This is an optimization exercise on Yosys and OpenROAD, whose aim is small area, a short achievable clock period and few clock cycles per item, not a production implementation.
RTL that was checked went through simulation tests only; none was proved equivalent to the original.

Design rgb2hsv_clk, start of the top module:
module rgb2hsv_clk (
    input pclk,
    input rst,  
    input enable,  
    input[23:0] RGB24,
    output[24:0] HSV25,
    output reg hsv_done
);
Size: ~640 cells after synthesis, about 53 I/O pins.
==> flow/config.mk <==
export PLATFORM = sky130hd
export DESIGN_NAME = rgb2hsv_clk
export DESIGN_NICKNAME = rgb2hsv_clk
export VERILOG_FILES = /design/flow/design.v
export SDC_FILE = /design/flow/constraint.sdc
export NUM_CORES = 4
export LEC_CHECK = 0
export CAP_MARGIN = 20
export CORE_MARGIN = 2
export CORE_UTILIZATION = 40
export SLEW_MARGIN = 20
==> flow/constraint.sdc <==
create_clock -name core_clock -period 8.0 [get_ports {pclk}]
set_input_delay 1.6000 -clock core_clock [delete_from_list [all_inputs] [get_ports {pclk}]]
set_output_delay 1.6000 -clock core_clock [all_outputs]
set_load 0.01 [all_outputs]
standard.sh (not shown) runs the stock make flow with config.mk's settings and CLKGATE_MAP_FILE= SYNTH_SCRIPT=/design/flow/synth_recipe.tcl, a recipe that flattens the netlist after the stock synthesis.
==> flow/flow/run.sh <==
#!/bin/bash
# Layout flow: the standard ORFS flow, with the ORFS variables listed in
# flow/make_args.txt (one VAR=value per line) added to its make command line,
# e.g. a tighter SETUP_SLACK_MARGIN for the timing repair.  If flow/abc.script
# exists, synthesis uses it as ABC's mapping script; everything else, and
# every later step, is the standard flow.  Each step's full output goes to a
# log file in this folder; ORFS's own logs stay under orfs/logs.
set -euo pipefail
ARGS=()
while IFS= read -r line; do
  [[ -z "$line" || "$line" == \#* ]] && continue
  ARGS+=("$line")
done < flow/make_args.txt
if [[ -f flow/abc.script ]]; then
  mkdir -p scripts_abc
  for f in "$FLOW_HOME"/scripts/*; do ln -sf "$f" scripts_abc/; done
  rm -f scripts_abc/abc_speed.script
  cp flow/abc.script scripts_abc/abc_speed.script
  bash standard.sh SCRIPTS_DIR="$PWD/scripts_abc" "${ARGS[@]}" synth > synth.log 2>&1
fi
bash standard.sh "${ARGS[@]}" finish > finish.log 2>&1
==> flow/flow/abc.script <==
&get -n
&st
&syn2
&dch -f
&nf -R 1000
&put
buffer -c
upsize -c
dnsize -c
==> flow/flow/make_args.txt <==
SETUP_SLACK_MARGIN=4.8
ADDER_MAP_FILE=
BUFFER_PORTS_ARGS=-buffer_cell sky130_fd_sc_hd__buf_1
CTS_BUF_LIST=sky130_fd_sc_hd__clkbuf_4 sky130_fd_sc_hd__clkbuf_8
Testbench counts at the start, summed over its fixed seeds: cycles 28,792, items 2,400.
Change:
--- a/flow/flow/make_args.txt
+++ b/flow/flow/make_args.txt
@@ -1,2 +1,2 @@
-SETUP_SLACK_MARGIN=4.8
+SETUP_SLACK_MARGIN=5.25
 ADDER_MAP_FILE=
Outcome: Global-route usage climbs by 1.7 points; setup slack improved by 0.11 ns; synthesized cell count is unchanged; final area climbs by 13%; critical path depth climbs by 1; die area does not change; sequential share of layout area drops by 2.8 points.
Change:
==> flow/flow/abc.script (replaced) <==
&get -n
&st
&syn2
&dch -f
&nf -R 1000
&st
&syn2
&dch -f
&nf -R 1000
&put
buffer -c
upsize -c
dnsize -c
--- a/flow/flow/make_args.txt
+++ b/flow/flow/make_args.txt
@@ -1,2 +1,2 @@
-SETUP_SLACK_MARGIN=5.25
+SETUP_SLACK_MARGIN=5.0
 ADDER_MAP_FILE=
The changed run finished with timing, DRC and antenna clean.
Maximum frequency fell by about 13%.
Final area increases by about 10%.
Non-clock buffer count rises by 68.
Final cell count grows by 3.7%.
Area after synthesis fell by about 2.7%.
Sequential share of layout area went down by 2.4 points.
Count of clock-buffer cells in the layout does not change.
Change:
==> flow/flow/abc.script (replaced) <==
&get -n
&st
&syn2
&dch -f
&nf -R 1000
&put
--- a/flow/flow/make_args.txt
+++ b/flow/flow/make_args.txt
@@ -1,2 +1,2 @@
-SETUP_SLACK_MARGIN=5.0
+SETUP_SLACK_MARGIN=4.8
 ADDER_MAP_FILE=
Outcome:
- The new run finished with timing, DRC and antenna clean
- worst setup slack gains 0.26 ns
- cell area fell by 18%
- synthesized area goes down by 2.4%
- global-route usage shrinks by 1.1 points
Change:
==> flow/flow/abc.script (replaced) <==
&get -n
&st
&syn2
&dch -f
&nf -R 1000
&put
buffer -c
upsize -c
dnsize -c
--- a/flow/flow/make_args.txt
+++ b/flow/flow/make_args.txt
@@ -2,2 +2,3 @@
 ADDER_MAP_FILE=
+CORE_UTILIZATION=60
 BUFFER_PORTS_ARGS=-buffer_cell sky130_fd_sc_hd__buf_1
Outcome:
- The changed run passed the timing, DRC and antenna checks
- via count fell slightly
- sequential share of layout area rose by 0.69 points
- final cell count fell by a few percent
- die area fell by a quarter to a third
- synthesized area rose by a few percent
- clock-buffer cell count fell by 1
- cell area fell by a few percent
- routed wire length fell by a few percent
- maximum frequency rose slightly


rgb2hsv_clk, a different RTL version from the one above (not shown whole).
Size: about 650 cells after synthesis, roughly 79 flip-flops, ~53 I/O pins, ~5600 sq um of cells after synthesis.
Settings: LEC_CHECK=0, CAP_MARGIN=20, CORE_MARGIN=2, CORE_UTILIZATION=40, SLEW_MARGIN=20; clock period 8.0 ns.
==> flow/flow/run.sh <==
#!/bin/bash
# Layout flow: the standard ORFS flow, with the ORFS variables listed in
# flow/make_args.txt added to its make command line (e.g. a tighter
# SETUP_SLACK_MARGIN for the timing repair).  If flow/abc.script exists,
# synthesis uses it as ABC's mapping script; everything else, and every
# later step, is the standard flow.  Each step's full output goes to a log
# file in this folder; ORFS's own logs stay under orfs/logs.
set -euo pipefail
ARGS=$(grep -v '^#' flow/make_args.txt | tr '\n' ' ')
if [[ -f flow/abc.script ]]; then
  mkdir -p scripts_abc
  for f in "$FLOW_HOME"/scripts/*; do ln -sf "$f" scripts_abc/; done
  rm -f scripts_abc/abc_speed.script
  cp flow/abc.script scripts_abc/abc_speed.script
  bash standard.sh SCRIPTS_DIR="$PWD/scripts_abc" $ARGS synth > synth.log 2>&1
fi
bash standard.sh $ARGS finish > finish.log 2>&1
==> flow/flow/make_args.txt <==
SETUP_SLACK_MARGIN=5.5
Next try:
==> flow/flow/abc.script (new file) <==
&get -n
&st
&syn2
&dch -f
&nf -R 1000
&put
==> flow/flow/make_args.txt (replaced) <==
SETUP_SLACK_MARGIN=5.0
ADDER_MAP_FILE=
What happened: Synthesized cell count decreases by 2.6%. Clock skew decreases by 6.9 ps. Final area decreases by 14%. Worst setup slack got worse by 170 ps. Hold slack improved by 19 ps. Wire length decreases by 9.0%. Clock-buffer cell count decreases by 4. Via count decreases by 3.4%. Utilization decreases by 0.71 points. Register-to-register slack got worse by 460 ps.
Next try:
==> flow/run.sh (new file) <==
#!/bin/bash
# synth_recipe.tcl (not shown) runs the flow's synth.tcl, then flattens the netlist and writes it again
# the make line also repeats each setting of config.mk as NAME=value (left out here)
make -C /OpenROAD-flow-scripts/flow DESIGN_CONFIG=/design/flow/config.mk WORK_HOME=/design/flow/orfs CLKGATE_MAP_FILE= SYNTH_SCRIPT=/design/flow/synth_recipe.tcl finish
--- a/flow/config.mk
+++ b/flow/config.mk
@@ -10,0 +11 @@
+export SETUP_SLACK_MARGIN = 4.5
removed: flow/flow/run.sh
removed: flow/flow/abc.script
removed: flow/flow/make_args.txt
removed: flow/standard.sh
Clock skew went up by 7.5 ps; via count went down by 2.3%; cell area went up by 5.3%; final cell count went down by 1.0%.
Next try:
--- a/flow/config.mk
+++ b/flow/config.mk
@@ -11 +11 @@
-export SETUP_SLACK_MARGIN = 4.5
+export SETUP_SLACK_MARGIN = 5.0
After rerunning: The changed run went through all stages and came out clean; critical path depth went up by 1; final cell count went up by about 0.6%; non-clock buffer count went up by 5; register-to-register slack improves by 130 ps; global-route usage is about the same; fmax went up by 8.3%; die area is unchanged; hold slack stays flat.
No run of this note included a check of the RTL's function; only the layout flow was run.


== build 29 ==
rgb2hsv_clk, a different RTL version from the one above (not shown whole).
Size in the first run: roughly 670 cells after synthesis, roughly 80 flip-flops, ~53 I/O pins, about 5300 um^2 of cells after synthesis.
==> flow/config.mk <==
export PLATFORM = sky130hd
export DESIGN_NAME = rgb2hsv_clk
export DESIGN_NICKNAME = rgb2hsv_clk
export VERILOG_FILES = /design/flow/design.v
export SDC_FILE = /design/flow/constraint.sdc
export NUM_CORES = 4
export LEC_CHECK = 0
export CAP_MARGIN = 20
export CORE_MARGIN = 2
export CORE_UTILIZATION = 40
export SLEW_MARGIN = 20
==> flow/constraint.sdc <==
create_clock -name core_clock -period 8.0 [get_ports {pclk}]
set_input_delay 1.6000 -clock core_clock [delete_from_list [all_inputs] [get_ports {pclk}]]
set_output_delay 1.6000 -clock core_clock [all_outputs]
set_load 0.01 [all_outputs]
==> flow/flow/run.sh <==
#!/bin/bash
# Layout flow: the standard ORFS flow, with the ORFS variables listed in
# flow/make_args.txt (one VAR=value per line) added to its make command line,
# e.g. a tighter SETUP_SLACK_MARGIN for the timing repair.  If flow/abc.script
# exists, synthesis uses it as ABC's mapping script; everything else, and
# every later step, is the standard flow.  Each step's full output goes to a
# log file in this folder; ORFS's own logs stay under orfs/logs.
set -euo pipefail
ARGS=()
while IFS= read -r line; do
  [[ -z "$line" || "$line" == \#* ]] && continue
  ARGS+=("$line")
done < flow/make_args.txt
if [[ -f flow/abc.script ]]; then
  mkdir -p scripts_abc
  for f in "$FLOW_HOME"/scripts/*; do ln -sf "$f" scripts_abc/; done
  rm -f scripts_abc/abc_speed.script
  cp flow/abc.script scripts_abc/abc_speed.script
  bash standard.sh SCRIPTS_DIR="$PWD/scripts_abc" "${ARGS[@]}" synth > synth.log 2>&1
fi
bash standard.sh "${ARGS[@]}" finish > finish.log 2>&1
==> flow/flow/abc.script <==
&get -n
&st
&syn2
&dch -f
&nf -R 1000
&put
buffer -c
upsize -c
dnsize -c
==> flow/flow/make_args.txt <==
SETUP_SLACK_MARGIN=5.25
ADDER_MAP_FILE=
BUFFER_PORTS_ARGS=-buffer_cell sky130_fd_sc_hd__buf_1
CTS_BUF_LIST=sky130_fd_sc_hd__clkbuf_4 sky130_fd_sc_hd__clkbuf_8
Testbench counts of build 29, summed over its fixed seeds: cycles 28,792, items 2,400.
Relative to build 29, the following input files were edited for build 85:
==> flow/flow/make_args.txt <==
SETUP_SLACK_MARGIN=5.0
ADDER_MAP_FILE=
CORE_UTILIZATION=55
BUFFER_PORTS_ARGS=-buffer_cell sky130_fd_sc_hd__buf_1
CTS_BUF_LIST=sky130_fd_sc_hd__clkbuf_4 sky130_fd_sc_hd__clkbuf_8
==> comparison <==
- Fmax on build 85 is behind build 29.
- In the metrics for build 85 and build 29, the one carrying the lower worst-margin pin slew is build 29.
- Re post-synthesis register bit count: no difference whatsoever between build 29 and build 85.
- Build 85 ended with less floorplan die area than build 29.
- When build 85 is set beside build 29, its global-route wire length before repair turns out to be 3.1% smaller.
- Taking build 29 as the reference point, the aggregate global-route resource usage of build 85 rises by 6.4 points.
The following lists how build 93 was set up differently from build 85:
==> flow/flow/make_args.txt <==
SETUP_SLACK_MARGIN=5.75
ADDER_MAP_FILE=
BUFFER_PORTS_ARGS=-buffer_cell sky130_fd_sc_hd__buf_1
CTS_BUF_LIST=sky130_fd_sc_hd__clkbuf_4 sky130_fd_sc_hd__clkbuf_8
- Build 93 vs build 85: post-route fraction of the period consumed by the critical path down in build 93
- Diff build 93..build 85 | number of design rule violations left after detail routing | unchanged
- sky130_fd_sc_hd__nor2_1 as the leading cell type in the layout, fill and taps excluded was reported by build 85, and sky130_fd_sc_hd__buf_4 by build 93.
- Build 85 → build 93: final cell count increased by 17% relative to the old numbers; final standard cell area without fillers increased 1600 um^2; wire length rose about 25%.
- Cmp build 93 and build 85 / non-clock buffer area fraction after layout / higher: build 93
- Setup WNS build 85 -> build 93: better
- Compared to build 85, build 93 has post-CTS setup-driven buffer insertion count 65 higher.
Here is what was changed in the inputs of build 95 compared with build 93.
==> flow/flow/make_args.txt <==
SETUP_SLACK_MARGIN=5.5
ADDER_MAP_FILE=
BUFFER_PORTS_ARGS=-buffer_cell sky130_fd_sc_hd__buf_1
CTS_BUF_LIST=sky130_fd_sc_hd__clkbuf_4 sky130_fd_sc_hd__clkbuf_8
==> results.txt <==
- Build 95 reached the end of the flow, and the finished layout is clean on the timing, DRC and antenna checks.
- On relative area change from synthesis to final layout: build 95 sits below build 93.
- Against build 93, build 95 reports a buffer and inverter count on the worst path that is higher.
- Share of the cycle needed by the critical path after routing ended up 0.85 points higher on build 95 than on build 93.
- Against build 93, build 95 reports a maximum single-stage delay on the critical path that is lower.
- Reported for build 95 and build 93, number of synthesized flops with an enable pin turned out identical to the last digit.
- Final area (lower): build 95
- Going from build 93 to build 95, the hold slack was found to have gone up by 0.054 ns.


Setup of the reference run:
rgb2hsv_clk, a different RTL version from the one above (not shown whole).
For scale: roughly 670 cells after synthesis, about 56 flip-flops, about 4900 µm² of cells after synthesis.
==> flow/config.mk <==
export PLATFORM = sky130hd
export DESIGN_NAME = rgb2hsv_clk
export DESIGN_NICKNAME = rgb2hsv_clk
export VERILOG_FILES = /design/flow/design.v
export SDC_FILE = /design/flow/constraint.sdc
export NUM_CORES = 4
export LEC_CHECK = 0
export CAP_MARGIN = 20
export CORE_MARGIN = 2
export CORE_UTILIZATION = 40
export SLEW_MARGIN = 20
==> flow/constraint.sdc <==
create_clock -name core_clock -period 8.0 [get_ports {pclk}]
set_input_delay 1.6000 -clock core_clock [delete_from_list [all_inputs] [get_ports {pclk}]]
set_output_delay 1.6000 -clock core_clock [all_outputs]
set_load 0.01 [all_outputs]
==> flow/flow/make_args.txt <==
SETUP_SLACK_MARGIN=5.0
ADDER_MAP_FILE=
BUFFER_PORTS_ARGS=-buffer_cell sky130_fd_sc_hd__buf_1
CTS_BUF_LIST=sky130_fd_sc_hd__clkbuf_4 sky130_fd_sc_hd__clkbuf_8
Scripts as last shown in full above: flow/flow/run.sh, flow/flow/abc.script
[inputs] the trial run vs the reference run
diff --git a/flow/flow/make_args.txt b/flow/flow/make_args.txt
--- a/flow/flow/make_args.txt
+++ b/flow/flow/make_args.txt
@@ -1 +1 @@
-SETUP_SLACK_MARGIN=5.0
+SETUP_SLACK_MARGIN=4.8
--- outcome ---
- Diff the reference run -> the trial run: data required time at the worst endpoint level, area used by sequential logic in the layout dropped about 0.65%.
- Compared with the reference run, the trial run ends up with less cell area.
No run of this note included a check of the RTL's function; only the layout flow was run.


The RTL this note starts from:
==> flow/design.v <==
module div_step #(
    parameter R = 8,
    parameter L = 8,
    parameter M1 = 0
) (
    input  [R+L-1:0] rq,       
    input  [R-1:0]   dv,       
    input            qen,
    input            qinv,
    output [R+L-1:0] rq_next
);
    wire [R:0]   t    = rq[R+L-1:L-1];        
    wire [R+1:0] diff = {1'b0, t} + {2'b11, ~dv} + (M1 ? 1'b0 : 1'b1);    
    wire         ge   = ~diff[R+1];
    wire [R-1:0] rem  = ge ? diff[R-1:0] : t[R-1:0];
    assign rq_next = {rem, rq[L-2:0], (ge & qen) ^ qinv};
endmodule
module rgb2hsv_clk (
    input pclk,
    input rst,  
    input enable,  
    input[23:0] RGB24,
    output[24:0] HSV25,
    output reg hsv_done
);
localparam LAST = 4'd9;
reg [3:0]  cnt;       
reg        c1;        
reg        r_ge_g, r_ge_b, g_ge_b;    
reg [7:0]  vmax;      
reg [7:0]  dm1;       
reg [15:0] srq;       
reg [13:0] hrq;       
reg [1:0]  sel;       
reg        neg;       
always @(posedge pclk) begin
    c1 <= enable;
    r_ge_g <= RGB24[23:16] >= RGB24[15:8];
    r_ge_b <= RGB24[23:16] >= RGB24[7:0];
    g_ge_b <= RGB24[15:8] >= RGB24[7:0];
    if (rst) begin
        cnt <= 4'd0;
        hsv_done <= 1'b0;
    end else begin
        if (enable)
            cnt <= 4'd1;
        else if (cnt == LAST)
            cnt <= 4'd0;
        else if (cnt != 4'd0)
            cnt <= cnt + 4'd1;
        hsv_done <= cnt == LAST;
    end
end
wire [7:0] r = srq[15:8];
wire [7:0] g = srq[7:0];
wire [7:0] b = hrq[7:0];
wire rmax = r_ge_g & r_ge_b;
wire gmax = ~rmax & g_ge_b;
wire [7:0] mx  = rmax ? r : (gmax ? g : b);
wire [7:0] mid = rmax ? (g_ge_b ? g : b) : gmax ? (r_ge_b ? r : b) : (r_ge_g ? r : g);
wire [7:0] mn  = rmax ? (g_ge_b ? b : g) : gmax ? (r_ge_b ? b : r) : (r_ge_g ? g : r);
wire [1:0] f_sel = rmax ? 2'd0 : (gmax ? 2'd1 : 2'd2);
wire f_neg = rmax ? ~g_ge_b : gmax ? r_ge_b & (r != b) : ~r_ge_g;
wire [7:0] f_dm1 = mx + ~mn;
wire [7:0] f_x   = mid - mn;
wire nz = ~&dm1;
wire [15:0] s_next;
div_step #(.R(8), .L(8)) u_s (.rq(srq), .dv(vmax), .qen(nz), .qinv(1'b0), .rq_next(s_next));
wire [13:0] h_next;
div_step #(.R(8), .L(6), .M1(1)) u_h (.rq(hrq), .dv(dm1), .qen(1'b1), .qinv(neg), .rq_next(h_next));
wire [13:0] h60 = {hrq[7:0], 6'd0} - {4'd0, hrq[7:0], 2'd0};
wire [5:0]  hq = hrq[5:0];
wire [8:0]  base = sel == 2'd0 ? (neg ? 9'd297 : 9'd0) :
                   sel == 2'd1 ? (neg ? 9'd57 : 9'd120) :
                                 (neg ? 9'd177 : 9'd240);
wire [8:0]  hue = base + {3'd0, hq};
always @(posedge pclk) begin
    if (enable) begin
        srq  <= RGB24[23:8];
    end else if (c1) begin
        vmax <= mx;
        sel  <= f_sel;
        neg  <= f_neg;
        dm1  <= f_dm1;
        srq  <= {f_dm1, ~f_dm1};
    end else begin
        srq <= s_next;
    end
    if (enable)
        hrq <= {6'd0, RGB24[7:0]};
    else if (c1)
        hrq <= {6'd0, f_x};
    else if (cnt == 4'd2)
        hrq <= h60;
    else if (cnt == LAST)
        hrq <= {5'd0, hue};
    else
        hrq <= h_next;
end
assign HSV25 = {hrq[8:0], srq[7:0], vmax};
endmodule
export LEC_CHECK = 0
export CAP_MARGIN = 20
export CORE_MARGIN = 2
export CORE_UTILIZATION = 40
export SLEW_MARGIN = 20
create_clock -name core_clock -period 8.0 [get_ports {pclk}]
==> flow/flow/make_args.txt <==
SETUP_SLACK_MARGIN=5.0
BUFFER_PORTS_ARGS=-buffer_cell sky130_fd_sc_hd__buf_1
CTS_BUF_LIST=sky130_fd_sc_hd__clkbuf_4 sky130_fd_sc_hd__clkbuf_8
Scripts as last shown in full above: flow/flow/run.sh
==> next run, changes <==
==> flow/flow/abc.script (new file) <==
&get -n
&st
&syn2
&dch -f
&nf -R 1000
&put
buffer -c
upsize -c
dnsize -c
==> flow/flow/make_args.txt (replaced) <==
SETUP_SLACK_MARGIN=5.0
ADDER_MAP_FILE=
BUFFER_PORTS_ARGS=-buffer_cell sky130_fd_sc_hd__buf_1
CTS_BUF_LIST=sky130_fd_sc_hd__clkbuf_4 sky130_fd_sc_hd__clkbuf_8
What happened: The new run finished clean. Area after synthesis falls by about 10%. Design area goes down by 5.3%. Cell count goes up by 1.3%. Utilization grows by 2.2 points. Worst hold slack got worse by 0.0038 ns.
No run of this note included a check of the RTL's function; only the layout flow was run.

-- re-timing with driven ports --
The flow's constraints put no driver on any port. The routed layouts listed below were extracted and timed again, unchanged, in two steps. Step 1, drivers: a clkbuf_16 drives pclk and a buf_2 each remaining input, both assumed. Step 2 moves the port delays by t, midway between the first and last clock arrival at a register: inputs arrive t later, outputs are due t later. That takes back most of the time a late clock gives input paths. Slacks: no drivers / after step 1 / after step 2; pairs: no drivers / after step 1.
| run | t, ns | setup slack, ns | worst setup path at the end | slew at the worst register clock pin (ns) |
|---|---|---|---|---|
| the first run of note 1 | 0.353 | 5.008 / 5.008 / 5.008 | register to register | 0.10 / 0.10 |
| the second run of note 1 | 0.368 | 5.116 / 5.116 / 5.116 | register to register | 0.12 / 0.12 |
| the third run of note 1 | 0.360 | 4.697 / 4.697 / 4.697 | register to register | 0.11 / 0.11 |
| the fourth run of note 1 | 0.351 | 4.955 / 4.955 / 4.955 | register to register | 0.11 / 0.11 |
| the fifth run of note 1 | 0.341 | 4.978 / 4.978 / 4.978 | register to register | 0.11 / 0.11 |
| the first run of note 2 | 0.385 | 5.174 / 5.135 / 5.516 | input to register | 0.06 / 0.06 |
| the second run of note 2 | 0.382 | 5.001 / 4.961 / 5.064 | register to register | 0.06 / 0.06 |
| the third run of note 2 | 0.391 | 4.786 / 4.746 / 5.083 | register to register | 0.06 / 0.06 |
| the fourth run of note 2 | 0.387 | 5.033 / 4.994 / 5.206 | register to register | 0.06 / 0.06 |
| build 29 | 0.417 | 5.305 / 5.270 / 5.374 | register to register | 0.10 / 0.10 |
| build 85 | 0.377 | 5.190 / 5.159 / 5.256 | register to register | 0.09 / 0.09 |
| build 93 | 0.415 | 5.417 / 5.376 / 5.517 | register to register | 0.09 / 0.09 |
| build 95 | 0.415 | 5.350 / 5.313 / 5.392 | register to register | 0.10 / 0.10 |
| the reference run | 0.353 | 5.150 / 5.128 / 5.150 | register to register | 0.11 / 0.11 |
| the trial run | 0.354 | 4.967 / 4.967 / 4.967 | register to register | 0.11 / 0.11 |
| the first run of note 5 | 0.390 | 5.023 / 5.023 / 4.671 | input to register | 0.08 / 0.08 |
| the second run of note 5 | 0.396 | 4.981 / 4.981 / 4.697 | input to register | 0.07 / 0.07 |
After both steps setup and hold are still met in every run listed. For the first run of note 5, which loses most, drivers alone change the setup slack by 0.000 ns; drivers and shift together by -0.352 ns.
